What follows belongs to an exercise in optimizing a design on an open flow for small area; a production flow would make more cautious choices. The RTL was checked by simulation tests, not by an equivalence proof against the original design.

Setup of job 101:
Design pdnn_update, start of the top module:
module pdnn_update (clk, reset, en, h, g1, g2, g3, g4, x1, x2, u, v);
For scale: about 5600 cells after synthesis, ~470 flip-flops, ~290 I/O pins.
Settings: LEC_CHECK=0, ABC_AREA=1, CAP_MARGIN=0, CORE_MARGIN=2, CORE_UTILIZATION=55, CTS_BUF_LIST=sky130_fd_sc_hd__clkbuf_8, CTS_CLUSTER_SIZE=20, SLEW_MARGIN=0; clock period 20.0 ns.
standard.sh (not shown) runs the stock make flow with config.mk's settings and CLKGATE_MAP_FILE= SYNTH_SCRIPT=/design/flow/synth_recipe.tcl, a recipe that flattens the netlist after the stock synthesis.
==> flow/flow/run.sh <==
#!/bin/bash
# The standard layout (the standard.sh, with its standard synthesis),
# with two changes: each port gets a sky130_fd_sc_hd__buf_1 as its buffer
# instead of the default clkdlybuf4s50_1, and timing-driven global
# placement does not keep the buffers its internal repair inserts
# (GPL_KEEP_OVERFLOW=0); the later repair steps still fix slew, capacitance
# and timing.
set -euo pipefail
export BUFFER_PORTS_ARGS="-buffer_cell sky130_fd_sc_hd__buf_1"
export GPL_KEEP_OVERFLOW=0
bash standard.sh finish > standard_flow.log 2>&1
Job 101 did not stop at any stage, and its layout met the timing, design-rule and antenna checks.
For job 102, these inputs were changed with respect to job 101:
==> flow/flow/run.sh <==
#!/bin/bash
# The standard layout (the standard.sh, with its standard synthesis),
# with one change: each port gets a sky130_fd_sc_hd__buf_1 as its buffer
# instead of the default clkdlybuf4s50_1.
set -euo pipefail
export BUFFER_PORTS_ARGS="-buffer_cell sky130_fd_sc_hd__buf_1"
bash standard.sh finish > standard_flow.log 2>&1
-- flow/config.mk --
<<< job 101, line 9
export CAP_MARGIN = 0
export CORE_MARGIN = 2
export CORE_UTILIZATION = 55
export CTS_BUF_LIST = sky130_fd_sc_hd__clkbuf_8
export CTS_CLUSTER_SIZE = 20
export SLEW_MARGIN = 0
>>> job 102, line 9
export CAP_MARGIN = 0
export CORE_MARGIN = 2
export CORE_UTILIZATION = 65
export CTS_BUF_LIST = sky130_fd_sc_hd__clkbuf_16
export CTS_CLUSTER_DIAMETER = 80
export CTS_CLUSTER_SIZE = 30
export SLEW_MARGIN = 0
[summary]
Sequential share of layout area ended up 1.3 points higher on job 102 than on job 101.
Clock-buffer cell count: job 102 lower than job 101
Compared with job 101, in job 102 maximum frequency essentially unchanged, die span in y decreased by about 8% relative to the old numbers, final design area excluding fillers went down by 5.1%, setup slack of the worst register-to-register path decreased 0.06 ns.
> inputs changed (job 102 -> job 103)
==> flow/run.sh (new file) <==
#!/bin/bash
# synth_recipe.tcl (not shown) runs the flow's synth.tcl, then flattens the netlist and writes it again
# the make line also repeats each setting of config.mk as NAME=value (left out here)
make -C /OpenROAD-flow-scripts/flow DESIGN_CONFIG=/design/flow/config.mk WORK_HOME=/design/flow/orfs CLKGATE_MAP_FILE= SYNTH_SCRIPT=/design/flow/synth_recipe.tcl finish
-- flow/config.mk --
<<< job 102, line 9
export CAP_MARGIN = 0
export CORE_MARGIN = 2
export CORE_UTILIZATION = 65
export CTS_BUF_LIST = sky130_fd_sc_hd__clkbuf_16
export CTS_CLUSTER_DIAMETER = 80
export CTS_CLUSTER_SIZE = 30
export SLEW_MARGIN = 0
>>> job 103, line 9
export CAP_MARGIN = 0
export CORE_MARGIN = 2
export CORE_UTILIZATION = 55
export CTS_BUF_LIST = sky130_fd_sc_hd__clkbuf_8
export CTS_CLUSTER_SIZE = 20
export SLEW_MARGIN = 0
removed: flow/flow/run.sh
removed: flow/standard.sh
--- outcome ---
The number of gates on the worst path with buffers counted in job 103 sits 1 below the value recorded for job 102.
Per the comparison of job 103 with job 102, non-filler instance count after layout saw an increase.
Relative to job 102, the global-route wire length before repair measured on job 103 has increased by a few percent.
Re fraction of final layout cells with drive strength greater than 1: job 103 and job 102 aren't equal, and the lower value belongs to job 102.
Comparing job 103 and job 102, floorplan core area is lower on job 102.
Job 103: post-route worst hold slack is 0.040 ns lower than what job 102 reported.
Relative to job 102, the finished layout cell area of job 103 is higher by 3300 sq um.
Total global routing track utilization: job 103 vs job 102 down 5.3 points
## Diff of input files: job 104 against job 103
==> flow/flow/run.sh (new file) <==
#!/bin/bash
# The standard layout (the standard.sh, with its standard synthesis),
# with one change: each port gets a sky130_fd_sc_hd__buf_1 as its buffer
# instead of the default clkdlybuf4s50_1.
set -euo pipefail
export BUFFER_PORTS_ARGS="-buffer_cell sky130_fd_sc_hd__buf_1"
bash standard.sh finish > standard_flow.log 2>&1
==> flow/standard.sh (new file) <==
#!/bin/bash
# synth_recipe.tcl (not shown) runs the flow's synth.tcl, then flattens the netlist and writes it again
# the make line also repeats each setting of config.mk as NAME=value (left out here)
make -C /OpenROAD-flow-scripts/flow DESIGN_CONFIG=/design/flow/config.mk WORK_HOME=/design/flow/orfs CLKGATE_MAP_FILE= SYNTH_SCRIPT=/design/flow/synth_recipe.tcl "${@:-finish}"
removed: flow/run.sh
==> comparison <==
- Job 103 → job 104: HPWL after detailed placement roughly the same; routed wire length on met2 level.
- Core util | job 104 vs job 103 | job 104 lower
- Job 104: all stages complete, timing, DRC and antenna checks passed
- Any difference in number of vias per cell between job 104 and job 103 is small enough to ignore.
- Per the comparison of job 104 with job 103, die outline area did not really move, growth of design area from synthesis to finish shrank by 5.1 points, non-clock buffer count shrank by 60.

* * *

pdnn_update, a different RTL version from the one above (not shown whole).
Size: ~460 flip-flops, ~290 I/O pins, ~46,000 um^2 of cells after synthesis.
Design pdnn_update, start of the top module:
module pdnn_update (clk, reset, en, h, g1, g2, g3, g4, x1, x2, u, v);
export LEC_CHECK = 0
export ABC_AREA = 1
export CAP_MARGIN = 0
export CORE_MARGIN = 2
export CORE_UTILIZATION = 55
export CTS_BUF_LIST = sky130_fd_sc_hd__clkbuf_8
export CTS_CLUSTER_SIZE = 20
export SLEW_MARGIN = 0
create_clock -name core_clock -period 20.0 [get_ports {clk}]
==> flow/flow/run.sh <==
#!/bin/bash
# The standard layout (the standard.sh, with its standard synthesis),
# with two changes: each port gets a sky130_fd_sc_hd__buf_1 as its buffer
# instead of the default clkdlybuf4s50_1, and after global routing the
# resizer downsizes gates off the critical paths (RECOVER_POWER).
set -euo pipefail
export BUFFER_PORTS_ARGS="-buffer_cell sky130_fd_sc_hd__buf_1"
export RECOVER_POWER=100
bash standard.sh finish > standard_flow.log 2>&1
The first run completed, yet does not pass: capacitance limit, slew limit.
Change:
==> flow/run.sh (new file) <==
#!/bin/bash
# synth_recipe.tcl (not shown) runs the flow's synth.tcl, then flattens the netlist and writes it again
# the make line also repeats each setting of config.mk as NAME=value (left out here)
make -C /OpenROAD-flow-scripts/flow DESIGN_CONFIG=/design/flow/config.mk WORK_HOME=/design/flow/orfs CLKGATE_MAP_FILE= SYNTH_SCRIPT=/design/flow/synth_recipe.tcl finish
removed: flow/flow/run.sh
removed: flow/standard.sh
The changed run finished clean.
Worst setup slack loses 8.3 ps.
Flip-flop and latch count is unchanged.
Die area is unchanged.
Synthesized area is unchanged.
Design area is higher by 3.5%.

## port drivers added, routing unchanged
In the flow no input, the clock included, has a driving cell. The finished layouts below were timed again as built, in two steps. Step 1 sets driving cells, clkbuf_16 on the clock port and buf_2 on the other inputs (assumed; they add their load-dependent delay and slew). Step 2 also shifts input and output timing later by t, the mid clock arrival at the registers, as if the neighbouring blocks saw the same clock. Slacks: ideal / step 1 / step 2; pairs: ideal / step 1.
run | t (ns) | setup WS [ns] | hold WS [ns] | pins driven straight from the clock port
job 101 | 0.768 | 0.461 / 0.416 / 0.416 | 0.423 / 0.423 / 0.423 | 1
job 102 | 0.677 | 0.449 / 0.383 / 0.806 | 0.439 / 0.439 / 0.439 | 1
job 103 | 0.765 | 0.470 / 0.398 / 0.628 | 0.399 / 0.399 / 0.399 | 1
job 104 | 0.742 | 0.481 / 0.411 / 1.093 | 0.409 / 0.409 / 0.409 | 1
the first run of note 2 | 0.772 | 0.500 / 0.428 / 0.616 | 0.423 / 0.423 / 0.423 | 1
the second run of note 2 | 0.761 | 0.492 / 0.421 / 0.650 | 0.440 / 0.440 / 0.440 | 1
For job 101, which loses most, drivers alone change the setup slack by -0.045 ns; drivers and shift together by -0.045 ns.
